From an optimization exercise on the open Yosys and OpenROAD flow, aimed at small area; shortcuts taken in it are not production practice. Only simulation tests tie the RTL to the original design; equivalence was not proved. Power and IR drop assume default switching activity.

[flow/config.mk]
export PLATFORM = sky130hd
export DESIGN_NAME = flappy_bird
export DESIGN_NICKNAME = flappy_bird
export VERILOG_FILES = /design/flow/design.v
export SDC_FILE = /design/flow/constraint.sdc
export NUM_CORES = 4
export LEC_CHECK = 0
export ABC_AREA = 1
export CAP_MARGIN = 20
export CORE_MARGIN = 2
export CORE_UTILIZATION = 40
export SLEW_MARGIN = 20
[flow/constraint.sdc]
create_clock -name core_clock -period 10.0 [get_ports {clk}]
set_input_delay 2.0000 -clock core_clock [delete_from_list [all_inputs] [get_ports {clk}]]
set_output_delay 2.0000 -clock core_clock [all_outputs]
set_load 0.01 [all_outputs]
[flow/design.v]
module flappy_bird
	(
		clk,
		resetn,
		key1,
		x,
		y,
		colour,
		plot,
		crash,
		HEX0,
		HEX1
	);
	input			clk;
	input			resetn;
	input			key1;
	output	[7:0]	x;
	output	[6:0]	y;
	output	[2:0]	colour;
	output			plot;
	output			crash;
	output	[6:0]	HEX0;
	output	[6:0]	HEX1;
	localparam	S_KEEP        = 4'd0,
				S_CLEAN_LOAD  = 4'd1,
				S_PRINT_LOAD  = 4'd2,
				S_FF_LOAD     = 4'd3,
				S_CRASH_CHECK = 4'd4,
				S_MOVE        = 4'd5,
				S_START_WAIT  = 4'd6,
				S_CLEAR_LOAD  = 4'd7,
				S_CLEAR       = 4'd8,
				S_FF          = 4'd9,
				S_CLEAN       = 4'd10,
				S_PRINT       = 4'd11;
	reg [3:0] st;
	reg [12:0] fc;
	reg jmp;
	reg crash_r;
	reg [7:0] score;
	reg signed [7:0] yc;
	reg [6:0] yo;
	reg signed [4:0] vel;
	reg [7:0] x1, x2, x3;
	reg [6:0] y1, y2, y3;
	reg [2:0] ph;
	reg up;
	reg [2:0] cw;
	reg [1:0] j;
	reg [6:0] yd;
	reg ha, hb, sc;
	wire clean_load = (st == S_CLEAN_LOAD);
	wire print_load = (st == S_PRINT_LOAD);
	wire ff_load    = (st == S_FF_LOAD);
	wire load       = clean_load | print_load | ff_load;
	wire old_cur    = print_load | ff_load;
	wire drawing    = st[3] & (st[1] | st[0]);
	wire clearing   = (st == S_CLEAR);
	wire p          = st[0];
	wire fm         = (fc == 13'd0);
	assign plot = st[3];
	assign crash = crash_r;
	wire [1:0] k = ph[2:1];
	wire is_p0   = (ph == 3'd0);
	wire is_bird = (ph == 3'd1);
	wire is_pipe = (k != 2'd0) & ~ph[0];
	wire is_coin = (k != 2'd0) & ph[0];
	reg [7:0] xk;
	always @(*)
		case (k)
			2'd1: xk = x1;
			2'd2: xk = x2;
			default: xk = x3;
		endcase
	wire coin_k = (xk >= 8'd82);
	wire [1:0] m = k + (is_coin | (is_pipe & ~up & ~coin_k));
	reg [6:0] ym;
	always @(*)
		case (m)
			2'd2: ym = y2;
			2'd3: ym = y3;
			default: ym = y1;
		endcase
	wire [6:0] ybird = p ? yc[6:0] : yo;
	wire [2:0] xoff = (cw[2] & cw[1]) ? 3'd0 : cw;
	wire [7:0] xbase = is_p0 ? 8'd0 : is_bird ? 8'd78 : xk;
	assign x = xbase + xoff;
	assign y = yd + j;
	assign colour[0] = 1'b0;
	assign colour[1] = is_p0 ? ~p : p & (ph[2] | ph[1]);
	assign colour[2] = is_p0 ? ~p & coin_k : p & ph[0];
	wire row_end   = (cw == 3'd5) & (up ? (yd == 7'd0) : (yd == 7'd119));
	wire blk_end   = (cw[1:0] == 2'd3) & (j == 2'd3);
	wire print_end = ((ph == 3'd6) & ~up & row_end & ~coin_k) | ((ph == 3'd7) & blk_end);
	wire clear_end = (yd == 7'd120);
	always @(posedge clk) begin
		if (load) begin
			ph <= 3'd0;
			cw <= 3'd0;
			j <= 2'd0;
			yd <= 7'd0;
		end else if (st == S_CLEAR_LOAD) begin
			ph <= 3'd2;
			cw <= 3'd6;
			j <= 2'd0;
			yd <= 7'd0;
		end else if (clearing) begin
			cw <= 3'd0;
			if (cw == 3'd0 && x1 == 8'd160)
				yd <= yd + 7'd1;
		end else if (is_p0) begin
			ph <= 3'd1;
			yd <= ybird;
		end else if (~is_pipe) begin
			j <= j + 2'd1;
			if (j == 2'd3)
				cw <= cw + 3'd1;
			if (blk_end) begin
				ph <= ph + 3'd1;
				up <= 1'b1;
				cw <= 3'd0;
				yd <= ym;
			end
		end else begin
			if (row_end) begin
				cw <= 3'd0;
				if (up) begin
					up <= 1'b0;
					yd <= ym + 7'd40;
				end else if (coin_k) begin
					ph <= ph + 3'd1;
					yd <= ym + 7'd19;
				end else begin
					ph <= ph + 3'd2;
					up <= 1'b1;
					yd <= ym;
				end
			end else if (cw == 3'd6) begin
				cw <= 3'd0;
				yd <= up ? yd - 7'd1 : yd + 7'd1;
			end else
				cw <= cw + 3'd1;
		end
	end
	always @(posedge clk) begin
		if (!resetn)
			st <= S_CLEAR_LOAD;
		else
			case (st)
				S_CLEAR_LOAD:  st <= S_CLEAR;
				S_CLEAR:       st <= clear_end ? S_FF_LOAD : S_CLEAR;
				S_FF_LOAD:     st <= S_FF;
				S_FF:          st <= print_end ? S_START_WAIT : S_FF;
				S_START_WAIT:  st <= key1 ? S_START_WAIT : S_KEEP;
				S_KEEP:        st <= fm ? S_CLEAN_LOAD : S_KEEP;
				S_CLEAN_LOAD:  st <= S_CLEAN;
				S_CLEAN:       st <= print_end ? S_PRINT_LOAD : S_CLEAN;
				S_PRINT_LOAD:  st <= S_PRINT;
				S_PRINT:       st <= print_end ? S_CRASH_CHECK : S_PRINT;
				S_CRASH_CHECK: st <= S_MOVE;
				default:       st <= S_KEEP;
			endcase
	end
	always @(posedge clk)
		if (!resetn)
			fc <= 13'd0;
		else
			fc <= fc + 13'd1;
	wire [4:0] npy = {fc[4:2] + fc[2:0], fc[1:0]};
	always @(posedge clk)
		if (!resetn)
			jmp <= 1'b0;
		else
			jmp <= ~jmp & ~key1;
	wire jump_en = jmp & ~crash_r;
	wire signed [8:0] dy = yc - (jump_en ? 5'sd2 : vel);
	always @(posedge clk) begin
		if (!resetn) begin
			yc <= 8'sd58;
			yo <= 7'd58;
			vel <= 5'sd2;
		end else begin
			if (jump_en)
				vel <= 5'sd2;
			if (st == S_MOVE) begin
				yo <= yc[6:0];
				if (jump_en)
					yc <= dy[7:0];
				else if (dy > 9'sd116)
					yc <= 8'sd116;
				else begin
					vel <= vel - 5'sd1;
					yc <= dy[8] ? 8'sd0 : dy[7:0];
				end
			end
		end
	end
	wire [6:0] cy = old_cur ? yc[6:0] : yo;
	wire sel_b = cw[0];
	wire [6:0] cyc = sel_b ? yo : yc[6:0];
	wire xoffc = sel_b & ~crash_r;
	wire in_x = xoffc ? (xk >= 8'd73 && xk <= 8'd83) : (xk >= 8'd72 && xk <= 8'd82);
	wire in_y = ({1'b0, cyc} <= {1'b0, ym} + 8'd1) || ({1'b0, cyc} >= {1'b0, ym} + 8'd36);
	wire hit = in_x & in_y;
	wire acc = drawing & is_pipe & up;
	always @(posedge clk) begin
		if (load)
			ha <= 1'b0;
		else if (acc & ~sel_b & hit)
			ha <= 1'b1;
		if (clean_load) begin
			hb <= 1'b0;
			sc <= 1'b0;
		end else if (acc & ~p) begin
			if (sel_b & hit)
				hb <= 1'b1;
			if (xk == 8'd72)
				sc <= 1'b1;
		end
	end
	always @(posedge clk)
		if (!resetn)
			crash_r <= 1'b0;
		else if ((cy >= 7'd116) | (ha & (print_load | (st == S_KEEP))) | (hb & (st == S_PRINT)))
			crash_r <= 1'b1;
	always @(posedge clk) begin
		if (!resetn)
			score <= 8'd0;
		else if (print_load & ~crash_r & sc)
			score <= score + 8'd1;
	end
	always @(posedge clk) begin
		if (st == S_CLEAR_LOAD)
			x1 <= 8'd0;
		else if (clearing) begin
			if (cw == 3'd0)
				x1 <= (x1 == 8'd160) ? 8'd0 : x1 + 8'd1;
		end else if (ff_load) begin
			x1 <= 8'd134; y1 <= 7'd40;
			x2 <= 8'd19;  y2 <= 7'd60;
			x3 <= 8'd59;  y3 <= 7'd30;
		end else if (print_load) begin
			if (x1 == 8'd0) begin
				x1 <= 8'd154; y1 <= 7'd30 + npy;
			end else if (!crash_r)
				x1 <= x1 - 8'd1;
			if (x2 == 8'd0) begin
				x2 <= 8'd160; y2 <= 7'd20 + npy;
			end else if (!crash_r)
				x2 <= x2 - 8'd1;
			if (x3 == 8'd0) begin
				x3 <= 8'd160; y3 <= 7'd40 + npy;
			end else if (!crash_r)
				x3 <= x3 - 8'd1;
		end
	end
	decoder dec0(.in(score[3:0]), .hex(HEX0));
	decoder dec1(.in(score[7:4]), .hex(HEX1));
endmodule
module decoder(in, hex);
	input [3:0] in;
   	output [6:0] hex;
	assign hex[0] = ~((in[3] | in[2] | in[1] | ~in[0]) & (in[3] | ~in[2] | in[1] | in[0])
		& (~in[3] | ~in[2] | in[1] | ~in[0]) & (~in[3] | in[2] | ~in[1] | ~in[0]));
	assign hex[1] = ~((in[3] | ~in[2] | in[1] | ~in[0]) & (~in[3] | ~in[2] | in[1] | in[0]) 
		& (~in[3] | ~in[1] | ~in[0]) & (~in[2] | ~in[1] | in[0]));
	assign hex[2] = ~((~in[3] | ~in[2] | in[1] | in[0]) & (in[3] | in[2] | ~in[1] | in[0]) 
		& (~in[3] | ~in[2] | ~in[1]));
	assign hex[3] = ~((in[3] | ~in[2] | in[1] | in[0]) & (in[3] | in[2] | in[1] | ~in[0]) 
		& (~in[2] | ~in[1] | ~in[0]) & (~in[3] | in[2] | ~in[1] | in[0]));
	assign hex[4] = ~((in[3] | ~in[2] | in[1]) & (in[2] | in[1] | ~in[0]) & (in[3] | ~in[0]));
	assign hex[5] = ~((~in[3] | ~in[2] | in[1] | ~in[0]) & (in[3] | in[2] | ~in[0]) 
		& (in[3] | in[2] | ~in[1]) & (in[3] | ~in[1] | ~in[0]));
	assign hex[6] = ~((in[3] | in[2] | in[1]) & (in[3] | ~in[2] | ~in[1] | ~in[0]) 
		& (~in[3] | ~in[2] | in[1] | in[0]));
endmodule
[flow/flow/run.sh]
#!/bin/bash
# Layout flow: the standard synthesis, then the combinational logic
# between the registers is re-mapped by ABC for area (registers, their
# names and cell types are kept), then the standard layout from the
# re-mapped netlist. Each tool's output goes to a log file in this folder.
set -euo pipefail
R=orfs/results/${FLOW_PLATFORM}/flappy_bird/base
bash standard.sh synth > synth.log 2>&1
cp $R/1_2_yosys.v $R/1_2_yosys.std.v
LIB=$(ls ${FLOW_HOME}/platforms/${FLOW_PLATFORM}/lib/sky130_fd_sc_hd__tt_025C_1v80.lib)
YOSYS=$(command -v yosys || echo ${FLOW_HOME}/../tools/install/yosys/bin/yosys)
IN=$R/1_2_yosys.std.v OUT=$R/1_2_yosys.remap.v LIB=$LIB ABCSCRIPT=flow/abc.script \
  $YOSYS -c flow/remap.tcl > remap.log 2>&1
cp $R/1_2_yosys.remap.v $R/1_2_yosys.v
bash standard.sh finish > layout.log 2>&1
[flow/flow/abc.script]
strash
balance
rewrite
refactor
balance
rewrite
rewrite -z
balance
refactor -z
rewrite -z
balance
dch
amap
strash
dch
amap
topo
[flow/flow/remap.tcl]
yosys -import
set lib $::env(LIB)
set dont_use {}
foreach c {probe_p_8 probec_p_8 lpflow_bleeder_1 lpflow_clkbufkapwr_1 lpflow_clkbufkapwr_16
  lpflow_clkbufkapwr_2 lpflow_clkbufkapwr_4 lpflow_clkbufkapwr_8 lpflow_clkinvkapwr_1
  lpflow_clkinvkapwr_16 lpflow_clkinvkapwr_2 lpflow_clkinvkapwr_4 lpflow_clkinvkapwr_8
  lpflow_decapkapwr_12 lpflow_decapkapwr_3 lpflow_decapkapwr_4 lpflow_decapkapwr_6
  lpflow_decapkapwr_8 lpflow_inputiso0n_1 lpflow_inputiso0p_1 lpflow_inputiso1n_1
  lpflow_inputiso1p_1 lpflow_inputisolatch_1 lpflow_isobufsrc_1 lpflow_isobufsrc_16
  lpflow_isobufsrc_2 lpflow_isobufsrc_4 lpflow_isobufsrc_8 lpflow_isobufsrckapwr_16
  lpflow_lsbuf_lh_hl_isowell_tap_1 lpflow_lsbuf_lh_hl_isowell_tap_2
  lpflow_lsbuf_lh_hl_isowell_tap_4 lpflow_lsbuf_lh_isowell_4 lpflow_lsbuf_lh_isowell_tap_1
  lpflow_lsbuf_lh_isowell_tap_2 lpflow_lsbuf_lh_isowell_tap_4} {
  lappend dont_use -dont_use sky130_fd_sc_hd__$c
}
read_liberty -ignore_miss_func $lib
read_verilog $::env(IN)
hierarchy -top flappy_bird
# keep every sequential cell and tie cell as it is
set seq {}
foreach c [split [exec grep -o {sky130_fd_sc_hd__[a-z0-9_]*} $::env(IN)] "\n"] {
  if {[regexp {__(e?dfx|dfr|dfs|dfb|sdf|edfx|dl|conb)} $c]} { lappend seq $c }
}
set seq [lsort -unique $seq]
puts "kept cells: $seq"
foreach c $seq { delete $c }
read_liberty -lib -nooverwrite $lib
flatten -wb
opt_clean -purge
yosys rename -hide w:*.*
opt_clean -purge
stat
abc -liberty $lib {*}$dont_use -script $::env(ABCSCRIPT)
read_liberty -lib -nooverwrite $lib
opt_clean -purge
hilomap -singleton -hicell sky130_fd_sc_hd__conb_1 HI -locell sky130_fd_sc_hd__conb_1 LO
insbuf -buf sky130_fd_sc_hd__buf_4 A X
splitnets
opt_clean -purge
stat -liberty $lib
check -assert -mapped
select -module flappy_bird
write_verilog -noattr -nohex -nodec -selected $::env(OUT)
[flow/standard.sh]
#!/bin/bash
# synth_recipe.tcl (not shown) runs the flow's synth.tcl, then flattens the netlist and writes it again
# the make line also repeats each setting of config.mk as NAME=value (left out here)
make -C /OpenROAD-flow-scripts/flow DESIGN_CONFIG=/design/flow/config.mk WORK_HOME=/design/flow/orfs CLKGATE_MAP_FILE= SYNTH_SCRIPT=/design/flow/synth_recipe.tcl "${@:-finish}"
==> reports/summary.md, run 1 <==
The count of cells in the finished layout, fillers not included, comes to 1,222. Launch point of the critical path: ph[1]. TritonCTS built the clock tree. Detailed routing inserted a total of 6,858 vias. The final layout contains 1,000 nets. For the worst-skew pair later-pin latency, the log shows 0.36 ns. Setup repair after global routing left no endpoint under its margin. The via count normalized by instance count is 5.61, and the number of cells after detailed placement is 1,206. The total overflow left after global routing is 0.

The mean instance size in the synthesized netlist is 7.05 um2. In this run the cell area of the synthesized design comes to 6680 um2. Initial antenna violation count: 0. During placement, the flow inserted port buffers numbering 35. The placed wire-length estimate is 13.9 mm. The worst pin sits at a relative slew slack of 39.4%. The H-tree was split into 3 levels. The floorplan row count is 47. The area growth from synthesis to layout is 14.1%. The type of the worst setup path was flip-flop to output port. The clock passes through at most 2 buffers. For the number of global-route vias before repair, the log shows 6,044. The number of buffers added for setup after CTS is 0. The routed design has 18.3 mm of wire.

Setup violations remaining at the end of the flow were counted as 0. The run gives 0 as the final count of pins violating max slew. The share of layout cells above drive strength 1 is 2.00%, and the count of mapped cells out of synthesis is 947. The initial utilization of the core area, before any placement, comes to 40.5%. Timing would allow up to 0.157 GHz. The tools report the critical path endpoint as x[7]. The clock transition at the register clock pins on the worst setup and hold paths after CTS was 0.08 ns; the first-pass GRT wire length was 30.0 mm.

Entering global routing, the biggest net connects 27 pins. The measured slew at the worst slew-check pin works out to 0.905 ns. The flow ran to the end and the layout has no timing, DRC or antenna violations.

The startpoint identified for the worst register-to-register timing path is ph[1]. Across the run, the number of max-cap violations was 0. Counting every sink on the clock net gives 109. Cell type with the highest occurrence count on the critical path: nor2_1. The run gives 0 as the final number of hold-violating endpoints. Overall die height: 133 um. The run gives 0 as the quantity of gates resized following cts.

The detail route stage leaves a number of antenna-violating nets equal to 0. Summing internal, switching and leakage power gives 1810 uW. After detailed routing, the average wire length per cell comes to 15.0 um. The congestion estimate from routability-driven global placement came to 0.922. STA classifies the critical path startpoint as a flip-flop. The root cell of the clock tree is clkbuf_16. In this run the static leakage power is 0.00258 uW. The worst path uses 63.8% of the clock period.

In this run the horizontal extent of the chip is 133 um. Depth of the most critical reg-to-reg path: 22. The total area inside the core boundary comes to 16,500 um2.

The run gives 6 as the detailed-routing iteration count for the pre-antenna-repair pass. The number of DRC violations after detailed routing was 0; the data required time of the worst path was 8.00 ns. Hold repair after CTS inserted 0 buffers.

The run gives 17,700 um2 as the total die area. For this design the ratio of total power to cell area is 238 nW/um2. In this run the critical register-to-register path is captured at hb. The total inserted antenna cells came out at 0.

The min-delay analysis places its worst path in the category flip-flop to flip-flop. When the netlist entered floorplanning its net count stood at 950. The number of clock buffers added by TritonCTS is 9. The maximum net fanout on the critical path came out at 11. Across every metal layer, demand over resource in global routing totals 20.8%.

Traced cell by cell, the critical path runs through clkinv_1, nor2_1, nor2_1, a222oi_1, clkinv_1, o21ai_0, nor2_1, a21oi_1, nand2_1, o21ai_0, and2_0, nand2_1, nor2_1, nand2_1, a211oi_1, clkdlybuf4s50_1. The run gives 1 as the number of warnings issued by yosys. STA classifies the critical path endpoint as an output port.

Standard cell with the maximum stage delay on the critical path: clkdlybuf4s50_1. The reg-to-reg setup timing slack came out at 3.85 ns. On the worst path, the slowest cell contributes a delay of 0.57 ns. For the count of routing violations after the opening detailed-route iteration, the log shows 551. Across the routed clock network, the largest skew measured is 0.0111 ns. The minimum clock period after layout is 6.38 ns. Across the VDD grid, the largest voltage drop is 115 uV.

The startpoint of the lowest-slack hold path was jmp. STA puts the critical path data arrival time at 4.38 ns. 37 I/O pins were placed. For the total negative slack, the log shows 0 ns.
==> final cells by class <==
type,count,area [um2]
Clock buffer,10,239
Inverter,123,462
Timing Repair Buffer,39,380
Tap cell,220,275
Clock inverter,6,43.8
Fill cell,1659,8850
Multi-Input combinational cell,715,3670
Sequential cell,109,2540
==> cells in the final DEF, fill, tap and decap left out, types with 2 or more instances in the layout <==
master	count
a22oi_1	4
o21a_1	13
o2111ai_1	3
nor2b_1	8
nand2_1	85
or3_1	7
clkdlybuf4s50_1	35
a311oi_1	3
edfxtp_1	36
clkinv_2	2
a31oi_1	12
clkinv_1	123
o311ai_0	2
a221oi_1	14
o21ai_0	71
or4_1	5
o31ai_1	2
a211oi_1	17
o211ai_1	3
dfxtp_1	73
a222oi_1	10
a21oi_1	78
o32ai_1	14
o32a_1	3
nor2_1	232
o22a_1	5
buf_4	4
and2_0	4
nor4_1	4
o221ai_1	5
nand4_1	5
clkbuf_16	9
o22ai_1	35
and3_1	8
nor3_1	43
a21o_1	2
a211o_1	2
nand3_1	7
==> state kept, by name, indices dropped and copies added (netlist names) <==
register,count
crash_r,1
cw,3
fc,13
ha,1
hb,1
j,2
jmp,1
ph,3
sc,1
score,8
st,4
up,1
vel,5
x1,8
x2,8
x3,8
y1,6
y2,6
y3,7
yc,8
yd,7
yo,7
==> critical path: cells and delay by family (launching register included) <==
family                 cells  cell delay, ns
DFF                        1            0.41
and+or+nand+nor            8            1.49
AOI/OAI and AO/OA          5            1.25
buffers and inverters      3            0.88
==> where the power goes <==
group / total (uW) / leakage [uW] / internal, uW / switching, uW
Combinational: 846 / 0.00151 / 317 / 529
Sequential: 617 / 0.000926 / 530 / 86.5
Clock: 352 / 0.000141 / 178 / 174
==> worst min path at each step <==
stage / to / depth (start not counted)
detailed placement: jmp / 1
global placement: jmp / 1
floorplan: jmp / 1
global route: jmp / 1
CTS: jmp / 1
finish: jmp / 1
==> stage by stage <==
step           hold slack, ns  setup slack [ns]  utilization, %  instance area [um2]
2_1_floorplan           0.383              4.93               -                 6680
3_3_place_gp            0.395              4.12            44.5                 7330
3_5_place_dp            0.401              3.99            44.5                 7330
4_1_cts                 0.414              3.63            46.2                 7610
5_1_grt                 0.442              3.04            46.2                 7610
6_report                0.412              3.62            46.2                 7610
==> metal layers <==
metal	vias up	wire length [um]	GRT usage [%]
li1	3546	-	-
met1	3078	8880	29.9
met2	209	8010	32.4
met3	25	1010	2.25
met4	0	420	7.57
met5	-	0	0
==> run 2: changes to the inputs <==
--- a/flow/design.v
+++ b/flow/design.v
@@ -21,18 +21,18 @@
 	output			crash;
 	output	[6:0]	HEX0;
 	output	[6:0]	HEX1;
-	localparam	S_KEEP        = 4'd0,
-				S_CLEAN_LOAD  = 4'd1,
-				S_PRINT_LOAD  = 4'd2,
-				S_FF_LOAD     = 4'd3,
-				S_CRASH_CHECK = 4'd4,
-				S_MOVE        = 4'd5,
-				S_START_WAIT  = 4'd6,
-				S_CLEAR_LOAD  = 4'd7,
-				S_CLEAR       = 4'd8,
-				S_FF          = 4'd9,
-				S_CLEAN       = 4'd10,
-				S_PRINT       = 4'd11;
+	localparam	S_KEEP        = 4'b0000,
+				S_CLEAN_LOAD  = 4'b0010,
+				S_FF_LOAD     = 4'b0001,
+				S_PRINT_LOAD  = 4'b0011,
+				S_CLEAR_LOAD  = 4'b0100,
+				S_MOVE        = 4'b0101,
+				S_START_WAIT  = 4'b0110,
+				S_CRASH_CHECK = 4'b0111,
+				S_CLEAR       = 4'b1000,
+				S_FF          = 4'b1001,
+				S_CLEAN       = 4'b1010,
+				S_PRINT       = 4'b1011;
 	reg [3:0] st;
 	reg [12:0] fc;
 	reg jmp;
@@ -52,13 +52,14 @@
 	wire clean_load = (st == S_CLEAN_LOAD);
 	wire print_load = (st == S_PRINT_LOAD);
 	wire ff_load    = (st == S_FF_LOAD);
-	wire load       = clean_load | print_load | ff_load;
+	wire load       = ~st[3] & ~st[2] & (st[1] | st[0]);
 	wire old_cur    = print_load | ff_load;
 	wire drawing    = st[3] & (st[1] | st[0]);
 	wire clearing   = (st == S_CLEAR);
 	wire p          = st[0];
 	wire fm         = (fc == 13'd0);
 	assign plot = st[3];
+	wire [6:0] cy = st[0] ? yc[6:0] : yo;
 	assign crash = crash_r;
 	wire [1:0] k = ph[2:1];
 	wire is_p0   = (ph == 3'd0);
@@ -73,15 +74,15 @@
 			default: xk = x3;
 		endcase
 	wire coin_k = (xk >= 8'd82);
-	wire [1:0] m = k + (is_coin | (is_pipe & ~up & ~coin_k));
+	wire [1:0] m = k + (is_bird | is_coin | (is_pipe & ~up & ~coin_k));
 	reg [6:0] ym;
 	always @(*)
 		case (m)
+			2'd0: ym = cy;
+			2'd1: ym = y1;
 			2'd2: ym = y2;
-			2'd3: ym = y3;
-			default: ym = y1;
+			default: ym = y3;
 		endcase
-	wire [6:0] ybird = p ? yc[6:0] : yo;
 	wire [2:0] xoff = (cw[2] & cw[1]) ? 3'd0 : cw;
 	wire [7:0] xbase = is_p0 ? 8'd0 : is_bird ? 8'd78 : xk;
 	assign x = xbase + xoff;
@@ -93,24 +94,51 @@
 	wire blk_end   = (cw[1:0] == 2'd3) & (j == 2'd3);
 	wire print_end = ((ph == 3'd6) & ~up & row_end & ~coin_k) | ((ph == 3'd7) & blk_end);
 	wire clear_end = (yd == 7'd120);
-	always @(posedge clk) begin
+	reg ya, yen;
+	reg [6:0] yb;
+	always @(*) begin
+		ya = 1'b0;
+		yen = 1'b0;
+		yb = 7'd0;
+		if (clearing) begin
+			yen = (cw == 3'd0) && (x1 == 8'd160);
+			yb = 7'd1;
+		end else if (is_p0) begin
+			yen = 1'b1;
+			ya = 1'b1;
+		end else if (~is_pipe) begin
+			yen = blk_end;
+			ya = 1'b1;
+		end else if (row_end) begin
+			yen = 1'b1;
+			ya = 1'b1;
+			if (up)
+				yb = 7'd40;
+			else if (coin_k)
+				yb = 7'd19;
+		end else if (cw == 3'd6) begin
+			yen = 1'b1;
+			yb = up ? 7'h7f : 7'd1;
+		end
+	end
+	wire [6:0] ynext = (ya ? ym : yd) + yb;
+	always @(posedge clk) begin
+		if (load | (st == S_CLEAR_LOAD))
+			yd <= 7'd0;
+		else if (yen)
+			yd <= ynext;
 		if (load) begin
 			ph <= 3'd0;
 			cw <= 3'd0;
 			j <= 2'd0;
-			yd <= 7'd0;
 		end else if (st == S_CLEAR_LOAD) begin
 			ph <= 3'd2;
 			cw <= 3'd6;
 			j <= 2'd0;
-			yd <= 7'd0;
 		end else if (clearing) begin
 			cw <= 3'd0;
-			if (cw == 3'd0 && x1 == 8'd160)
-				yd <= yd + 7'd1;
 		end else if (is_p0) begin
 			ph <= 3'd1;
-			yd <= ybird;
 		end else if (~is_pipe) begin
 			j <= j + 2'd1;
 			if (j == 2'd3)
@@ -119,26 +147,21 @@
 				ph <= ph + 3'd1;
 				up <= 1'b1;
 				cw <= 3'd0;
-				yd <= ym;
 			end
 		end else begin
 			if (row_end) begin
 				cw <= 3'd0;
-				if (up) begin
+				if (up)
 					up <= 1'b0;
-					yd <= ym + 7'd40;
-				end else if (coin_k) begin
+				else if (coin_k)
 					ph <= ph + 3'd1;
-					yd <= ym + 7'd19;
-				end else begin
+				else begin
 					ph <= ph + 3'd2;
 					up <= 1'b1;
-					yd <= ym;
 				end
-			end else if (cw == 3'd6) begin
+			end else if (cw == 3'd6)
 				cw <= 3'd0;
-				yd <= up ? yd - 7'd1 : yd + 7'd1;
-			end else
+			else
 				cw <= cw + 3'd1;
 		end
 	end
@@ -195,7 +218,6 @@
 			end
 		end
 	end
-	wire [6:0] cy = old_cur ? yc[6:0] : yo;
 	wire sel_b = cw[0];
 	wire [6:0] cyc = sel_b ? yo : yc[6:0];
 	wire xoffc = sel_b & ~crash_r;
--- a/flow/flow/run.sh
+++ b/flow/flow/run.sh
@@ -12,4 +12,4 @@
 IN=$R/1_2_yosys.std.v OUT=$R/1_2_yosys.remap.v LIB=$LIB ABCSCRIPT=flow/abc.script \
   $YOSYS -c flow/remap.tcl > remap.log 2>&1
 cp $R/1_2_yosys.remap.v $R/1_2_yosys.v
-bash standard.sh finish > layout.log 2>&1
+bash standard.sh "BUFFER_PORTS_ARGS=-buffer_cell sky130_fd_sc_hd__buf_1" "CTS_ARGS=-sink_clustering_enable -repair_clock_nets -buf_list sky130_fd_sc_hd__clkbuf_8 -dont_use_dummy_load" finish > layout.log 2>&1
==> flow/flow/abc.script (replaced) <==
strash
&get -n
&deepsyn -T 20
&put
dch
amap
strash
&get -n
&deepsyn -T 20
&put
dch
amap
topo
--- a/flow/config.mk
+++ b/flow/config.mk
@@ -9,4 +9,5 @@
 export CAP_MARGIN = 20
 export CORE_MARGIN = 2
 export CORE_UTILIZATION = 40
+export CTS_BUF_LIST = sky130_fd_sc_hd__clkbuf_8
 export SLEW_MARGIN = 20
==> reports/summary.md, run 2 <==
Root cell of the clock tree: clkbuf_8. Power spread over the standard cell area amounts to 222 nW/um2. For the peak clock frequency supported by timing, the log shows 0.152 GHz. Count of endpoints failing setup in the final report: 0. TritonCTS built the clock tree.

In this run the number of cells on the critical path is 24. The run finished with no timing, DRC or antenna violations. For this run, design rule violations remaining after detail routing come to 0. The tools report the number of global-route vias before repair as 5,485. The worst setup path is captured at a flip-flop. Leaving out fill and tap cells, the most frequent cells in the layout are 190 x nor2_1, 125 x clkinv_1, 73 x dfxtp_1. The highest layer touched by signal routing is met4. The slowest stage of the critical path is the a2111oi_0 cell. The endpoint identified for the worst register-to-register timing path is hb.

The number of cells on the worst reg-to-reg path is 24. In this run the number of H-tree levels came out at 3. The post-route netlist has 1.45% of its cells at a drive strength greater than 1. Compared with the post-synthesis result, the final layout area differs by 8.42%. The die extent in x came out at 128 um. For this run the aggregate overflow at the end of global routing stands at 0. Of the available clock period, the critical path in the final layout requires 65.7%. Number of hold buffers added after cts: 0. In this run the critical register-to-register path is launched from ph[2]. Following the worst setup path forward leads to its endpoint at hb. The total standard cell area after synthesis was 6200 um2. The clock period could shrink to 6.57 ns. The die covers 16,500 um2.

In this run the remaining antenna-violating nets after routing total 0. The final number of hold-violating endpoints is 0. Register with the most flip-flops: fc. After detailed routing, the wire length on met1 is 8.51 mm. The cell count after synthesis came out at 850.

Entering global routing, the biggest net connects 31 pins. The min-delay analysis places its worst path in the category flip-flop to flip-flop. The initial antenna violation count came out at 0. Setup repair after global routing left no endpoint under its margin.

The routability-driven placement congestion ratio is 1.00. The worst-skew pair later-pin latency is 0.39 ns, and the total CTS buffers is 9. Once layout is complete, the utilization of the core stands at 44.4%. The run gives 853 as the post-synthesis net count. The clock passes through at most 2 buffers. The placed wire-length estimate was 13.5 mm. The critical path starts at ph[2]. Among the stages of the critical path, the cell type that occurs most often is nor2_1. Traced cell by cell, the critical path runs through nor2_1, nor2_1, clkinv_1, a222oi_1, clkinv_1, nor2_1, o2111a_1, o21ai_0, o21ai_0, and3_1, nor2_1, o21ai_0, clkinv_1, nor2_1, nand2_1, o221ai_1, o21ai_0, or2_0, or4_1, a41oi_1, a21oi_1, a2111oi_0, clkinv_1, o32ai_1. The critical path is of the flip-flop to flip-flop type. Global routing used 21.5% of the available tracks across all layers. For the worst setup path, the data required time is 10.27 ns. Adding up every negative setup slack in the final design gives 0 ns. The tools report the largest voltage drop on the vdd net as 84.7 uV.

The logs give 489 for the count of routing violations after the opening detailed-route iteration and 45 for the floorplan row count. The register with the most flip-flops in the layout has 13 of them. Number of top-level pins: 37. The reg-to-reg setup timing slack is 3.43 ns. Leakage dissipation: 0.00220 uW. The worst setup path is launched from a flip-flop. Cell class contributing the biggest share of worst-path delay: compound AO/OA/AOI/OAI gates. The routed layout has 6,160 vias. In this run, post-CTS repair resized a total of 0 instances. For the pin with the worst max-slew slack, the measured transition is 1.00 ns. The overall die height is 128 um. The initial utilization of the core area, before any placement, comes to 40.9%. The total of max-cap violations was 0; the via count normalized by instance count was 5.67. Summed over all nets, wire length on met2 after detailed routing comes to 7.63 mm. The count of buffers added on input and output ports is 35. After clock tree synthesis, the clock-pin slew on the worst setup and hold paths is 0.09 ns.

The largest single stage delay on the critical path is 0.67 ns. Of all nets on the critical path, the largest fanout is 11. The worst clock skew came out at 0.0313 ns. Arrival time of the worst setup path: 6.84 ns.

In the final routed layout, each cell accounts on average for 16.0 um. Once the clock tree was built, the setup fixing pass inserted 0 buffers. The logs give 15,100 um2 for the floorplan core area and 937 um for the met3 layer wire length in the routed design. The worst pin sits at a relative slew slack of 32.9%. Number of warnings issued by yosys: 1.

Leaving out fill and tap cells, the most frequent cell in the layout is nor2_1. Summed over all layers, the routed wires come to 17.4 mm. Averaged over all synthesized cells, the footprint is 7.29 um2. The first detailed-routing pass ran for 5 iterations.

The first-pass GRT wire length was 28.3 mm. 0 antenna diodes ended up in the layout. The tools report the final-layout fill cell count as 1,562. The tree built by TritonCTS fans out to 109 sinks. For this run, the post-layout net count is 903. The number of buffers and inverters on the critical path is 4. The final count of pins violating max slew is 0.
## run 2: where the power goes
part	switching (uW)	total (uW)	leakage, uW	internal, uW
sequential	44.4	540	0.000919	496
combinational	489	733	0.00122	244
clock	140	222	0.0000647	81.3
## run 2: cell type report
cell class	count	area, um2	area share (%)
Multi-Input combinational cell	616	3190	47.4
Sequential cell	109	2540	37.8
Inverter	125	469	6.98
Tap cell	188	235	3.50
Timing Repair Buffer	39	161	2.40
Clock buffer	9	124	1.84
## run 2: how the worst min path moves through the flow
| stage | startpoint | to | depth (start not counted) |
|---|---|---|---|
| 2_1_floorplan | jmp | jmp | 1 |
| 3_3_place_gp | jmp | jmp | 1 |
| 3_5_place_dp | jmp | jmp | 1 |
| 4_1_cts | jmp | jmp | 1 |
| 5_1_grt | jmp | jmp | 1 |
| 6_report | jmp | jmp | 1 |
## run 2: worst reg2reg max path, stage by stage (launching register included)
cell and delay (ns):
dfxtp_1 0.38, nor2_1 0.17, nor2_1 0.45, clkinv_1 0.29, a222oi_1 0.47, clkinv_1 0.21
nor2_1 0.13, o2111a_1 0.19, o21ai_0 0.08, o21ai_0 0.19, and3_1 0.24, nor2_1 0.08
o21ai_0 0.36, clkinv_1 0.17, nor2_1 0.25, nand2_1 0.19, o221ai_1 0.46, o21ai_0 0.20
or2_0 0.24, or4_1 0.41, a41oi_1 0.20, a21oi_1 0.07, a2111oi_0 0.67, clkinv_1 0.14
o32ai_1 0.23
## run 2: metrics by stage
step | cell area, um2 | setup WS [ns] | hold slack (ns) | cells | total power [uW]
finish | 6720 | 3.43 | 0.429 | 1086 | 1500
CTS | 6720 | 3.63 | 0.425 | 1086 | 1490
floorplan | 6200 | 4.76 | 0.387 | 850 | 1070
detailed placement | 6600 | 3.69 | 0.413 | 1077 | 1270
global route | 6720 | 2.95 | 0.440 | 1086 | 1610
global placement | 6600 | 4.02 | 0.402 | 1077 | 1270
## run 2: per-layer routing
metal	GRT usage, %	up-vias
li1	-	3150
met1	30.2	2813
met2	33.7	171
met3	4.82	26
met4	5.69	0
met5	0	-
==> run 3: changes to the inputs <==
--- a/flow/flow/run.sh
+++ b/flow/flow/run.sh
@@ -12,4 +12,4 @@
 IN=$R/1_2_yosys.std.v OUT=$R/1_2_yosys.remap.v LIB=$LIB ABCSCRIPT=flow/abc.script \
   $YOSYS -c flow/remap.tcl > remap.log 2>&1
 cp $R/1_2_yosys.remap.v $R/1_2_yosys.v
-bash standard.sh "BUFFER_PORTS_ARGS=-buffer_cell sky130_fd_sc_hd__buf_1" "CTS_ARGS=-sink_clustering_enable -repair_clock_nets -buf_list sky130_fd_sc_hd__clkbuf_8 -dont_use_dummy_load" finish > layout.log 2>&1
+bash standard.sh finish > layout.log 2>&1
==> flow/flow/abc.script (replaced) <==
strash
&get -n
&deepsyn -T 60
&put
dch
amap
strash
&get -n
&deepsyn -T 60
&put
dch
amap
topo
--- a/flow/config.mk
+++ b/flow/config.mk
@@ -9,5 +9,4 @@
 export CAP_MARGIN = 20
 export CORE_MARGIN = 2
 export CORE_UTILIZATION = 40
-export CTS_BUF_LIST = sky130_fd_sc_hd__clkbuf_8
 export SLEW_MARGIN = 20
==> reports/summary.md, run 3 <==
Net total in the final layout: 910. The detailed router placed 6,211 vias in this run. Registers are responsible for 29.7% of the overall power.

A synthesized cell averages 7.27 um2. After clock tree synthesis, the flow added hold-fix buffers numbering 0. Post-route core utilization: 47.1%. The run gives 6880 um2 as the total cell area at the placement stage. The largest voltage drop on the vdd net is 144 uV, and the leakage dissipation is 0.00240 uW. The worst hold path cell count was 1; the ratio of total power to cell area was 257 nW/um2. The number of clock sinks seen by CTS came out at 109. Commonest non-fill, non-tap cell in the layout: nor2_1.

Die extent in x: 129 um. The data required time of the worst path is 8.00 ns. In this run the vertical extent of the chip is 129 um. In the final layout, the share of cells above drive strength 1 is 1.97%.

The number of gates resized after CTS was 0. Counting every instance in the synthesized netlist gives 859. During I/O placement, the number of pins put on the boundary was 37.

Combinational power share: 50.3%. After clock tree synthesis, the clock-pin slew on the worst setup and hold paths is 0.08 ns. The detailed router finished its first iteration with 494 violations. Entering global routing, the biggest net connects 30 pins. The run finished with no timing, DRC or antenna violations. Global routing used 21.2% of the available tracks across all layers. Final hold analysis gives a worst-case slack of 0.410 ns. The floorplan has 45 rows. The logs give 13.0 mm for the placed wire-length estimate and 0 for the initial antenna violation count. The clock arrives with 0.0160 ns of skew.

The peak clock frequency supported by timing was 0.160 GHz. Routability-driven placement congestion ratio: 0.937. The tools report the count of H-tree levels built during CTS as 3. TritonCTS built the clock tree.

For the number of warnings issued by yosys, the log shows 1. STA classifies the critical path startpoint as a flip-flop. In this run the clock root is driven by a clkbuf_16. The number of routed nets with antenna violations was 0; the number of buffers added on ports was 35. The top cell types in the final layout, fill and taps aside, are 184 x nor2_1, 134 x clkinv_1, 73 x dfxtp_1. The register with the most flip-flops in the final layout is fc. The path class of the tightest hold or removal check is flip-flop to flip-flop. 0 antenna diodes ended up in the layout. The number of nets in the synthesized netlist is 862. The number of global-route vias before repair is 5,522.

The minimum clock period after layout came out at 6.24 ns. The via count normalized by instance count was 5.53. The total CTS buffers is 9. The tools report the endpoint type of the worst setup path as an output port.

Total negative slack: 0 ns. The routed wire length is 16.9 mm, and the worst-skew pair later-pin latency is 0.37 ns. The flip-flop count of the largest register after layout is 13, and the met3 track demand over resource is 5.65%. Cell internal power was estimated by the tool at 1030 uW.

Setup violations remaining at the end of the flow were counted as 0. The number of DRC violations after detailed routing is 0. The total area inside the core boundary comes to 15,300 um2. Compared with the post-synthesis result, the final layout area differs by 15.0%.

Of all nets on the critical path, the largest fanout is 9. The number of setup buffers added after CTS is 0. The measured slew at the worst slew-check pin was 0.913 ns; the switching power was 817 uW.

The logs give 37.6% for the worst-case headroom to the max-slew limit and 0 for the overflow left after global routing. Data on the critical path arrives at its endpoint at 4.24 ns. The final count of pins violating max slew is 0. Global routing consumed, on the met2 layer, 32.6% of the routing resources.

With fillers left out, the area of the finished cells amounts to 7180 um2. The total standard cell area after synthesis is 6250 um2, and the depth of the most critical reg-to-reg path is 30. For the overall power of the completed layout, the log shows 1850 uW. The critical path in this run is classified as flip-flop to output port. Per report_power, the clock group accounts for 19.9% of the total. For the effective utilization at floorplan, the log shows 40.9%. For this run, the detailed router's first-pass iteration total came to 7. The ratio of final minimum period to clock period was 62.4%.

Setup repair after global routing left no endpoint under its margin. The total die area was 16,600 um2; the routed length per instance was 15.0 um. The final number of hold-violating endpoints was 0; the switching power share of the total was 44.2%. The longest clock path from root to sink contains 2 buffers. The tools report the met1 routing resource usage after global routing as 29.5%. met2 is the most crowded layer. The total of max-cap violations is 0.

The first-pass GRT wire length was 27.9 mm.
==> run 3: routing by layer <==
metal / part of all wire [%] / vias up
li1: - / 3177
met2: 44 / 180
met1: 49 / 2836
met4: 1.2 / 0
met3: 6.0 / 18
met5: 0 / -
==> run 3: critical path, cell delays in order (launching register included) <==
cell and delay, ns:
dfxtp_1 0.38, clkinv_1 0.18, nor2_1 0.45, nor2_1 0.21, a222oi_1 0.66, o21ai_0 0.24, o21ai_0 0.32, o21ai_0 0.17
nand2_1 0.12, nor2_1 0.07, nand2_1 0.13, nor2_1 0.06, a221oi_1 0.29, clkdlybuf4s50_1 0.58
==> run 3: path summary, 6_finish.rpt <==
kind / slack [ns] / from / endpoint
max: 3.76 / ph[1] / x[7]
min: 0.41 / jmp / jmp
max reg2reg: 3.80 / ph[1] / yd[6]
min reg2reg: 0.41 / jmp / jmp
==> run 3: area by class of cell <==
cell class	count	area [um2]
fillers	1511	8080
inverters	134	503
clock inverters	7	80.1
clock buffers	9	225
well taps	211	264
multi-input cells	616	3200
repair buffers	37	365
flip-flops and latches	109	2540
==> run 3: power groups by stage <==
stage / sequential, uW / combinational (uW) / clock (uW)
6_report: 550 / 930 / 368
3_5_place_dp: 558 / 910 / 0
4_1_cts: 548 / 915 / 376
5_1_grt: 556 / 1050 / 392
2_1_floorplan: 542 / 654 / 0
3_3_place_gp: 559 / 909 / 0
==> run 3: stage by stage <==
step,worst slack (ns),cells
finish,3.76,1123
global route,2.94,1123
CTS,3.82,1123
detailed placement,3.99,1107
global placement,4.24,1107
floorplan,4.96,859
==> run 4: changes to the inputs <==
--- a/flow/design.v
+++ b/flow/design.v
@@ -38,10 +38,14 @@
 	reg jmp;
 	reg crash_r;
 	reg [7:0] score;
-	reg signed [7:0] yc;
+	reg [6:0] yc7;
+	wire signed [7:0] yc = {&yc7[6:1], yc7};
 	reg [6:0] yo;
 	reg signed [4:0] vel;
-	reg [7:0] x1, x2, x3;
+	reg [7:0] x1, x2;
+	reg g;
+	wire [7:0] x3 = g ? ((x2 == 8'd160) ? 8'd40 : 8'd160) :
+		(x2 >= 8'd121) ? x2 - 8'd121 : x2 + 8'd40;
 	reg [6:0] y1, y2, y3;
 	reg [2:0] ph;
 	reg up;
@@ -199,7 +203,7 @@
 	wire signed [8:0] dy = yc - (jump_en ? 5'sd2 : vel);
 	always @(posedge clk) begin
 		if (!resetn) begin
-			yc <= 8'sd58;
+			yc7 <= 7'd58;
 			yo <= 7'd58;
 			vel <= 5'sd2;
 		end else begin
@@ -208,12 +212,12 @@
 			if (st == S_MOVE) begin
 				yo <= yc[6:0];
 				if (jump_en)
-					yc <= dy[7:0];
+					yc7 <= dy[6:0];
 				else if (dy > 9'sd116)
-					yc <= 8'sd116;
+					yc7 <= 7'd116;
 				else begin
 					vel <= vel - 5'sd1;
-					yc <= dy[8] ? 8'sd0 : dy[7:0];
+					yc7 <= dy[8] ? 7'd0 : dy[6:0];
 				end
 			end
 		end
@@ -222,7 +226,8 @@
 	wire [6:0] cyc = sel_b ? yo : yc[6:0];
 	wire xoffc = sel_b & ~crash_r;
 	wire in_x = xoffc ? (xk >= 8'd73 && xk <= 8'd83) : (xk >= 8'd72 && xk <= 8'd82);
-	wire in_y = ({1'b0, cyc} <= {1'b0, ym} + 8'd1) || ({1'b0, cyc} >= {1'b0, ym} + 8'd36);
+	wire signed [7:0] dyk = {1'b0, cyc} - {1'b0, ym};
+	wire in_y = (dyk <= 8'sd1) || (dyk >= 8'sd36);
 	wire hit = in_x & in_y;
 	wire acc = drawing & is_pipe & up;
 	always @(posedge clk) begin
@@ -260,7 +265,8 @@
 		end else if (ff_load) begin
 			x1 <= 8'd134; y1 <= 7'd40;
 			x2 <= 8'd19;  y2 <= 7'd60;
-			x3 <= 8'd59;  y3 <= 7'd30;
+			y3 <= 7'd30;
+			g <= 1'b0;
 		end else if (print_load) begin
 			if (x1 == 8'd0) begin
 				x1 <= 8'd154; y1 <= 7'd30 + npy;
@@ -270,10 +276,10 @@
 				x2 <= 8'd160; y2 <= 7'd20 + npy;
 			end else if (!crash_r)
 				x2 <= x2 - 8'd1;
-			if (x3 == 8'd0) begin
-				x3 <= 8'd160; y3 <= 7'd40 + npy;
-			end else if (!crash_r)
-				x3 <= x3 - 8'd1;
+			if (x3 == 8'd0)
+				y3 <= 7'd40 + npy;
+			if (crash_r && (x2 == 8'd0 || x3 == 8'd0))
+				g <= 1'b1;
 		end
 	end
 	decoder dec0(.in(score[3:0]), .hex(HEX0));
--- a/flow/flow/run.sh
+++ b/flow/flow/run.sh
@@ -12,4 +12,4 @@
 IN=$R/1_2_yosys.std.v OUT=$R/1_2_yosys.remap.v LIB=$LIB ABCSCRIPT=flow/abc.script \
   $YOSYS -c flow/remap.tcl > remap.log 2>&1
 cp $R/1_2_yosys.remap.v $R/1_2_yosys.v
-bash standard.sh finish > layout.log 2>&1
+bash standard.sh "BUFFER_PORTS_ARGS=-buffer_cell sky130_fd_sc_hd__buf_1" "CTS_ARGS=-sink_clustering_enable -repair_clock_nets -buf_list sky130_fd_sc_hd__clkbuf_8 -sink_clustering_size 16 -sink_clustering_max_diameter 80 -dont_use_dummy_load" finish > layout.log 2>&1
==> flow/flow/abc.script (replaced) <==
strash
&get -n
&deepsyn -T 5
&put
dch
amap
strash
&get -n
&deepsyn -T 5
&put
dch
amap
strash
&get -n
&deepsyn -T 5
&put
dch
amap
topo
--- a/flow/config.mk
+++ b/flow/config.mk
@@ -9,4 +9,5 @@
 export CAP_MARGIN = 20
 export CORE_MARGIN = 2
 export CORE_UTILIZATION = 40
+export CTS_BUF_LIST = sky130_fd_sc_hd__clkbuf_8
 export SLEW_MARGIN = 20
==> reports/summary.md, run 4 <==
The setup check on the worst reg-to-reg path leaves a slack of 1.53 ns. In this design, the critical path's most frequently occurring cell is nor2_1. The type of the worst setup path was flip-flop to flip-flop.

In this run, CTS created clock tree buffers numbering 9. Switching power share of the total: 47.1%. The leakage dissipation is 0.00221 uW, and the total of max-cap violations is 0. Buffers added to address setup during post-CTS repair amount to 0. The worst min-delay path class is flip-flop to flip-flop.

On the worst path, the slowest cell contributes a delay of 0.72 ns. The initial antenna violation count was 0. The worst register-to-register path ends at hb.

The total standard cell area after synthesis is 6110 um2. The standard cell with the maximum stage delay on the critical path was a222oi_1. Setup repair after global routing left no endpoint under its margin. The share of layout cells above drive strength 1 works out to 1.54%. The tools report the floorplan row count as 45. For this run, the detailed router's first-pass iteration total came to 5. Clock-pin slew was measured on the worst setup and hold paths at 0.08 ns. The tools report the arrival time of the worst setup path as 8.78 ns. Kind of start point of the critical path: a flip-flop. In the layout the commonest cells are 180 x nor2_1, 118 x clkinv_1, 84 x o21ai_0. Routability-driven placement finished with a final weighted congestion of 0.939. Of all nets on the critical path, the largest fanout is 8. The register with the most flip-flops in the layout has 13 of them. In the final routed layout, each cell accounts on average for 14.9 um. Detailed placement ended at an HPWL of 12.5 mm. Summing all flip-flop and latch instances after layout gives 2310 um2. The internal portion of the total power is 837 uW. The depth of the most critical reg-to-reg path was 37; the post-synthesis net count was 864. Per report_power, the clock group accounts for 13.7% of the total. Relative to the synthesized area, the layout overhead comes to 8.64%. Once the clock tree was built, the resizer swapped 0 gates to a different size. For the count of H-tree levels built during CTS, the log shows 3.

The maximum count of clock buffers along a single path was 2; the worst hold path cell count was 1. In the routed design, unresolved DRC markers number 0. The count of endpoints failing setup in the final report is 0, and the ratio of final minimum period to clock period is 84.7%. At the pin with the least slew margin, the transition time is 0.838 ns. The die extent in x came out at 128 um. The number of warnings issued by yosys is 1, and the total die area is 16,300 um2. The number of placed instances, taps included, is 1,089. The number of antenna diodes in the final layout is 0.

The tools report the switching power as 746 uW. The share of total power dissipated in sequential elements is 31.8%. Commonest non-fill, non-tap cell in the layout: nor2_1. Minimum clock period after layout: 8.47 ns. For hold timing, the worst endpoint is jmp.

Entering global routing, the biggest net connects 32 pins. STA classifies the critical path endpoint as a flip-flop. The tools report the startpoint of the lowest-slack hold path as jmp. The effective utilization at floorplan is 40.5%, and the combinational power share is 54.5%. The tools report the final count of pins violating max slew as 0. Based on the critical path, the design can be clocked at up to 0.118 GHz. The logs give 0 for the overflow left after global routing and 26.8 mm for the first-pass GRT wire length.

The run gives 5,492 as the number of global-route vias before repair. The run finished with no timing, DRC or antenna violations. The run gives 3360 um2 as the area used by multi-input combinational logic. Clock skew on the completed layout was measured at 0.0229 ns.

Ranked by flip-flop count, first place goes to fc. The overall die height was 128 um; the ratio of total power to cell area was 238 nW/um2. Across all layers, the routed design uses 6,226 vias. During I/O placement, the number of pins put on the boundary was 37. The tools report the net total in the final layout as 915. TritonCTS built the clock tree. Count of routing violations after the opening detailed-route iteration: 576.

The filler cells instantiated in the layout total 1,571. The non-filler instance count after layout was 1,098. The final number of hold-violating endpoints is 0, and the floorplan core area is 15,100 um2. After routing, the total negative slack on setup checks comes to 0 ns.

Hold repair after CTS inserted 0 buffers. Clock tree synthesis selected as its root buffer the cell clkbuf_8. The global-route usage over all layers was 20.4%. CTS saw 101 sinks. The via count normalized by instance count is 5.67, and the routed wire length is 16.4 mm.

In this run the critical register-to-register path is launched from x2[0]. In this run the mean area of a mapped cell was 7.10 um2. For the count of mapped cells out of synthesis, the log shows 861. The tools report the worst-case headroom to the max-slew limit as 42.7%. Cells fill 44.0% of the core in the end. The number of buffers added on ports came out at 35.

Data on the critical path is required at its endpoint by 10.31 ns. The number of routed nets with antenna violations was 0; the largest voltage drop on the vdd net was 73.2 uV. For the worst-skew pair, the clock arrives at the later sink with an insertion delay of 0.38 ns.
-- run 4: worst max-delay path, delay by kind of cell (launching register included) --
family / cells / cell delay, ns
buffers and inverters: 4 / 0.78
flip-flops: 1 / 0.46
AO/OA/AOI/OAI: 18 / 4.74
AND/OR/NAND/NOR: 15 / 2.43
-- run 4: layout make-up --
cell class,count,area share (%)
Timing Repair Buffer,40,2.54
Tap cell,188,3.54
Inverter,118,6.67
Multi-Input combinational cell,642,50.6
Clock buffer,9,1.86
Sequential cell,101,34.8
-- run 4: metal layers --
metal | share of wire, % | up-vias | track usage (%)
li1 | - | 3221 | -
met1 | 49 | 2792 | 29.2
met2 | 44 | 191 | 31.4
met3 | 5.4 | 22 | 3.56
met4 | 1.8 | 0 | 6.66
met5 | 0 | - | 0
-- run 4: power groups by stage --
stage,Clock (uW),Sequential (uW),Combinational (uW)
after floorplan,0,498,652
after global placement,0,512,849
after detailed placement,0,512,851
after CTS,222,503,855
after global routing,234,509,991
final,216,503,863
-- run 4: through the flow --
step	worst slack (ns)	total power (uW)	area, um2	hold WS, ns
after floorplan	3.16	1150	6110	0.383
after global placement	2.05	1360	6520	0.394
after detailed placement	1.83	1360	6520	0.395
after CTS	1.74	1580	6640	0.408
after global routing	0.194	1730	6640	0.454
final	1.53	1580	6640	0.407
-- run 4: worst max path at each step --
stage,from,endpoint,slack (ns)
6_report,x2[0],hb,1.53
5_1_grt,x2[0],hb,0.19
4_1_cts,x2[0],hb,1.74
3_5_place_dp,x2[0],hb,1.83
3_3_place_gp,x2[0],hb,2.05
2_1_floorplan,x2[0],hb,3.16
==> run 5: changes to the inputs <==
--- a/flow/flow/run.sh
+++ b/flow/flow/run.sh
@@ -12,4 +12,4 @@
 IN=$R/1_2_yosys.std.v OUT=$R/1_2_yosys.remap.v LIB=$LIB ABCSCRIPT=flow/abc.script \
   $YOSYS -c flow/remap.tcl > remap.log 2>&1
 cp $R/1_2_yosys.remap.v $R/1_2_yosys.v
-bash standard.sh "BUFFER_PORTS_ARGS=-buffer_cell sky130_fd_sc_hd__buf_1" "CTS_ARGS=-sink_clustering_enable -repair_clock_nets -buf_list sky130_fd_sc_hd__clkbuf_8 -sink_clustering_size 16 -sink_clustering_max_diameter 80 -dont_use_dummy_load" finish > layout.log 2>&1
+bash standard.sh "BUFFER_PORTS_ARGS=-buffer_cell sky130_fd_sc_hd__buf_1" "CTS_ARGS=-sink_clustering_enable -repair_clock_nets -buf_list {sky130_fd_sc_hd__clkbuf_2 sky130_fd_sc_hd__clkbuf_4 sky130_fd_sc_hd__clkbuf_8 sky130_fd_sc_hd__clkbuf_16} -dont_use_dummy_load" finish > layout.log 2>&1
==> reports/summary.md, run 5 <==
For the peak clock frequency supported by timing, the log shows 0.118 GHz. The die covers 16,300 um2. Flip-flop count of the largest register after layout: 13. The register with the most flip-flops in the final layout is fc. The first routing iteration left 596 violations.

Routability-driven placement congestion ratio: 0.939. The worst pin sits at a relative slew slack of 43.6%. TritonCTS built the clock tree. For this run, the post-layout net count is 915. Setup violations remaining at the end of the flow were counted as 0. Floorplan row count: 45. The count of H-tree levels built during CTS is 3, and the total area of sequential cells is 2310 um2.

The via count normalized by instance count was 5.65; the routed wire length was 16.4 mm. The initial antenna violation count came out at 0. The worst path meets setup with 1.55 ns of slack. The tools report the total of max-cap violations as 0. The run gives 1 as the number of warnings issued by yosys. The critical path in this run is classified as flip-flop to flip-flop. The die extent in x is 128 um.

Synthesis handed over a netlist of 861 instances. Final number of hold-violating endpoints: 0. The cell class contributing the biggest share of worst-path delay is compound AO/OA/AOI/OAI gates. The endpoint type of the worst setup path was a flip-flop.

The ratio of total power to cell area is 247 nW/um2. In the final layout, the multi-input gates occupy 3360 um2. The tools report the worst-skew pair later-pin latency as 0.35 ns. The arrival time of the worst setup path is 8.74 ns.

Data on the critical path is required at its endpoint by 10.29 ns. The worst hold path belongs to the class flip-flop to flip-flop. Fill cells in the final layout number 1,556. For the pin with the worst max-slew slack, the measured transition is 0.825 ns. The number of DRC violations after detailed routing is 0.

The worst hold path cell count came out at 1. The cell type with the highest occurrence count on the critical path is nor2_1. The worst hold margin was 0.403 ns. A synthesized cell averages 7.10 um2. On the critical path, the stage with the largest delay is an instance of a222oi_1. The number of clock sinks seen by CTS is 101. The worst clock skew is 0.0141 ns, and the overflow left after global routing is 0. The number of nets handed over by synthesis was 864. Along the worst path, the maximum fanout reaches 8. The commonest non-fill, non-tap cell in the layout is nor2_1. Counting both buffers and inverters, the worst setup path holds a total of 4. The leakage dissipation was 0.00225 uW; the number of buffers added for setup after CTS was 0.

The root buffer cell chosen for the clock tree is clkbuf_16. The worst register-to-register path has a depth of 37. The number of top-level pins is 37, and the stage delay of the slowest cell on the critical path is 0.71 ns. The worst setup path is launched from a flip-flop. The first global-routing pass estimated 26.8 mm of wire. The total inserted antenna cells is 0. The number of buffers added on ports came out at 35. In this run, placement finished with an instance count of 1,089. The logs give 1.83 ns for the pre-CTS setup slack and 0 ns for the total negative slack.

Setup repair after global routing left no endpoint under its margin. The routed length per instance works out to 14.9 um. The vias after detailed routing is 6,207, and the cell count along the critical path is 37. The flow ran to the end and the layout has no timing, DRC or antenna violations. Once the clock tree was built, the resizer swapped 0 gates to a different size. The pin count of the biggest net entering global routing is 32, and the share of layout cells above drive strength 1 is 1.54%. The detail route stage leaves a number of antenna-violating nets equal to 0. Number of global-route vias before repair: 5,489.

The final count of pins violating max slew was 0; the floorplan core area was 15,100 um2. In the layout the commonest cells are 180 x nor2_1, 118 x clkinv_1, 84 x o21ai_0. The clock passes through at most 2 buffers.

Clock-pin slew was measured on the worst setup and hold paths at 0.06 ns. The run gives 9 as the total CTS buffers. Before antenna repair, the detailed router went through 5 iterations. For the global-route usage over all layers, the log shows 20.4%. The minimum clock period after layout was 8.45 ns; the non-filler instance count after layout was 1,098. The initial utilization of the core area, before any placement, comes to 40.5%. The die is 128 um tall. The logs give 84.6 uV for the largest voltage drop on the vdd net and 0 for the number of hold buffers added after cts.

The area growth from synthesis to layout came out at 10.3%. The total standard cell area after synthesis is 6110 um2. The placed wire-length estimate is 12.5 mm. Of the available clock period, the critical path in the final layout requires 84.5%.
==> run 5: worst reg2reg max path: cells and delay by family, from the launching register on <==
family	cells	cell delay, ns
compound gates	18	4.74
simple gates	15	2.44
flops	1	0.45
buf+inv	4	0.79
==> run 5: final timing paths <==
kind,end,start,slack (ns)
min reg2reg,jmp,jmp,0.40
max,hb,x2[0],1.55
min,jmp,jmp,0.40
max reg2reg,hb,x2[0],1.55
==> run 5: final cells by class <==
class	count	share of cell area, %
multi-input cells	642	49.8
repair buffers	40	2.50
clock buffers	9	3.34
flip-flops and latches	101	34.3
inverters	118	6.57
well taps	188	3.49
==> run 5: report_power, final <==
part	total [uW]	switching, uW	internal, uW
logic	864	565	299
clock network	301	142	159
registers	503	46.5	457
total	1670	753	915
==> run 5: layer usage <==
layer  GRT usage, %  part of all wire [%]
met5              0                     0
met4           7.18                   2.0
met3           2.97                   4.8
met2           31.4                    44
met1           29.1                    49
==> run 5: through the flow <==
stage / util (%) / power (uW) / instance area (um2)
final: 44.7 / 1670 / 6740
after floorplan: - / 1150 / 6110
after global routing: 44.7 / 1820 / 6740
after global placement: 43.2 / 1360 / 6520
after CTS: 44.7 / 1670 / 6740
after detailed placement: 43.2 / 1360 / 6520
==> run 6: changes to the inputs <==
--- a/flow/flow/run.sh
+++ b/flow/flow/run.sh
@@ -12,4 +12,4 @@
 IN=$R/1_2_yosys.std.v OUT=$R/1_2_yosys.remap.v LIB=$LIB ABCSCRIPT=flow/abc.script \
   $YOSYS -c flow/remap.tcl > remap.log 2>&1
 cp $R/1_2_yosys.remap.v $R/1_2_yosys.v
-bash standard.sh "BUFFER_PORTS_ARGS=-buffer_cell sky130_fd_sc_hd__buf_1" "CTS_ARGS=-sink_clustering_enable -repair_clock_nets -buf_list {sky130_fd_sc_hd__clkbuf_2 sky130_fd_sc_hd__clkbuf_4 sky130_fd_sc_hd__clkbuf_8 sky130_fd_sc_hd__clkbuf_16} -dont_use_dummy_load" finish > layout.log 2>&1
+bash standard.sh "BUFFER_PORTS_ARGS=-buffer_cell sky130_fd_sc_hd__buf_1" "CTS_ARGS=-sink_clustering_enable -repair_clock_nets -buf_list {sky130_fd_sc_hd__clkbuf_4 sky130_fd_sc_hd__clkbuf_8} -dont_use_dummy_load" finish > layout.log 2>&1
==> flow/flow/abc.script (replaced) <==
strash
&get -n
&deepsyn -T 20
&put
dch
amap
strash
&get -n
&deepsyn -T 20
&put
dch
amap
topo
==> reports/summary.md, run 6 <==
In this design, the stage delay of the slowest critical-path cell is 0.42 ns. After floorplanning, the core was sized to cover 15,000 um2. The worst hold path cell count is 1, and the count of endpoints failing setup in the final report is 0. The startpoint identified for the worst hold timing path is jmp.

The number of cells after detailed placement came out at 1,088. For the final count of pins violating max slew, the log shows 0. For the pin with the worst max-slew slack, the measured transition is 0.796 ns. The number of hold buffers added after cts was 0; the minimum clock period after layout was 7.61 ns. After global routing the overflow that remains totals 0. The run gives 5,431 as the number of global-route vias before repair. The setup check on the worst reg-to-reg path leaves a slack of 2.39 ns. Headroom to the max-slew limit came out at 46.2%.

The tools report the maximum count of clock buffers along a single path as 2. In this run the worst path has a maximum fanout of 5. Dividing the detail-routed wire length by the instance count gives 15.2 um.

After detailed routing, the number of remaining DRC violations is 0. The post-synthesis net count is 866, and the detailed-routing iteration count for the pre-antenna-repair pass is 6. The tools report the kind of start point of the critical path as a flip-flop. The clock transition at the register clock pins on the worst setup and hold paths after CTS works out to 0.10 ns. The cell class contributing the biggest share of worst-path delay was compound AO/OA/AOI/OAI gates. 0 antenna diodes ended up in the layout. The tools report the data required time of the worst path as 10.30 ns. In this run the tool buffered the top-level ports with 35 buffer cells. The net count of the finished layout is 914.

The worst register-to-register path begins at x2[1]. In this run the power density over the cells is 232 nW/um2. The cell sitting at the root of the clock tree is a clkbuf_8. TritonCTS built the clock tree.

The type of the worst setup path is flip-flop to flip-flop. The commonest non-fill, non-tap cell in the layout was nor2_1. Buffers added to address setup during post-CTS repair amount to 0.

The total CTS buffers was 9. For this block, the initial DRC count from the detailed router was 546. STA classifies the critical path endpoint as a flip-flop. Summed over all cells, the static leakage comes to 0.00215 uW. The run gives 1530 uW as the overall power of the completed layout.

The arrival time of the worst setup path is 7.91 ns. Across the run, the number of max-cap violations was 0. The count of nets left with antenna violations once routing finished came out at 0.

Setup total negative slack on the finished layout was measured at 0 ns. Final hold analysis gives a worst-case slack of 0.408 ns. The run gives 0 as the initial antenna violation count. From left edge to right edge, the die measures 127 um. The wire-length estimate of the detail-placed layout is 12.7 mm.

The quantity of gates resized following cts was 0. The non-filler instance count after layout is 1,097. Ranked by flip-flop count, first place goes to fc. Relative to the synthesized area, the layout overhead comes to 8.29%. Entering global routing, the biggest net connects 25 pins. The routability-driven placement congestion ratio is 0.931. The first global-routing pass estimated 27.2 mm of wire. Averaged over all synthesized cells, the footprint is 7.06 um2. Among the stages of the critical path, the cell type that occurs most often is o21ai_0. Counting cells, the worst reg-to-reg path comes to 35.

Worst min-delay path class: flip-flop to flip-flop. For this design the top-level I/O count stands at 37. Setup repair after global routing left no endpoint under its margin. The logs give 3 for the count of H-tree levels built during CTS and 16.6 mm for the routed wire length. The total area of sequential cells was 2310 um2; the global-route usage over all layers was 20.6%. The share of layout cells above drive strength 1 came out at 1.21%. Cells fill 43.9% of the core in the end. The total buffers and inverters traversed by the critical path works out to 4.

Leaving out fill and tap cells, the most frequent cells in the layout are 192 x nor2_1, 127 x clkinv_1, 72 x dfxtp_1. For this configuration, the core starts out at a cell density of 40.5%. The tools report the number of clock sinks seen by CTS as 101. For hold timing, the worst endpoint is jmp. Destination of the worst register-to-register timing path: hb.

The ratio of final minimum period to clock period is 76.1%, and the number of warnings issued by yosys is 1. The count of mapped cells out of synthesis was 863. The routed layout has 6,266 vias. Based on the critical path, the design can be clocked at up to 0.131 GHz. VDD sags by at most 87.2 uV.

Using the TritonRoute via totals, the vias-per-cell ratio works out to 5.71. The total standard cell area after synthesis was 6090 um2; the worst-skew pair later-pin latency was 0.39 ns. The register with the most flip-flops in the layout has 13 of them. The die is 127 um tall. Across the routed clock network, the largest skew measured is 0.0228 ns. The final number of hold-violating endpoints came out at 0.

The final-layout fill cell count was 1,548. The standard cell with the maximum stage delay on the critical path was nor3_1. The multi-input combinational cells in the finished layout cover a total of 3310 um2. The run finished with no timing, DRC or antenna violations. Total die area: 16,200 um2. The tools report the floorplan row count as 45.
## run 6: area by class of cell
type	instances	area share, %
inverter	127	7.22
timing repair buffer	37	2.22
sequential	101	35.0
tap	188	3.56
multi-input combinational	635	50.1
clock buffer	9	1.88
## run 6: metrics by stage
| step | instance area, um2 | worst slack (ns) |
|---|---|---|
| 6_report | 6600 | 2.39 |
| 3_3_place_gp | 6480 | 3.02 |
| 5_1_grt | 6600 | 1.65 |
| 2_1_floorplan | 6090 | 3.77 |
| 3_5_place_dp | 6480 | 2.74 |
| 4_1_cts | 6600 | 2.63 |
## run 6: worst max-delay path by stage
| stage | from | endpoint | slack, ns | cells past startpoint |
|---|---|---|---|---|
| 2_1_floorplan | x2[1] | hb | 3.77 | 35 |
| 3_3_place_gp | x2[1] | hb | 3.02 | 35 |
| 3_5_place_dp | x2[1] | hb | 2.74 | 35 |
| 4_1_cts | x2[1] | hb | 2.63 | 35 |
| 5_1_grt | x2[1] | ha | 1.65 | 35 |
| 6_report | x2[1] | hb | 2.39 | 35 |
## run 6: report_power, final
part           internal [uW]  switching (uW)  total, uW  leakage (uW)
combinational            268             542        810       0.00123
sequential               459            46.4        505      0.000850
clock                   81.2             135        216     0.0000647
total                    808             723       1530       0.00215
## run 6: routing by layer
layer | up-vias | share of wire (%) | GRT usage, %
met1 | 2818 | 48 | 29.2
li1 | 3198 | - | -
met3 | 27 | 6.3 | 4.48
met4 | 0 | 1.3 | 4.46
met5 | - | 0 | 0
met2 | 223 | 44 | 32.4

static timing again, ports no longer ideal:
How much do the figures lean on ideal ports? The routed layouts below were timed once more, with nothing changed but the port constraints.
Step 1 assumes that a clkbuf_16 drives the clock port and a buf_2 every other input.
Step 2 moves the port delays by t, midway between the first and last clock arrival at a register: inputs arrive t later, outputs are due t later. That takes back most of the time a late clock gives input paths.
Slacks: ideal / step 1 / step 2; pairs: ideal / step 1.
run	t (ns)	setup WS [ns]	worst hold slack (ns)	worst register clock-pin slew, ns	worst data-port slew with drivers (ns)
run 1	0.400	3.622 / 3.579 / 3.851	0.412 / 0.412 / 0.412	0.08 / 0.08	0.03
run 2	0.417	3.431 / 3.431 / 3.431	0.429 / 0.429 / 0.429	0.11 / 0.11	0.04
run 3	0.401	3.760 / 3.718 / 3.799	0.410 / 0.410 / 0.410	0.09 / 0.09	0.03
run 4	0.412	1.535 / 1.535 / 1.535	0.407 / 0.407 / 0.407	0.10 / 0.10	0.03
run 5	0.386	1.547 / 1.547 / 1.547	0.403 / 0.403 / 0.403	0.07 / 0.07	0.03
run 6	0.412	2.386 / 2.386 / 2.386	0.408 / 0.408 / 0.408	0.10 / 0.10	0.03
After both steps every run listed still meets setup and hold.
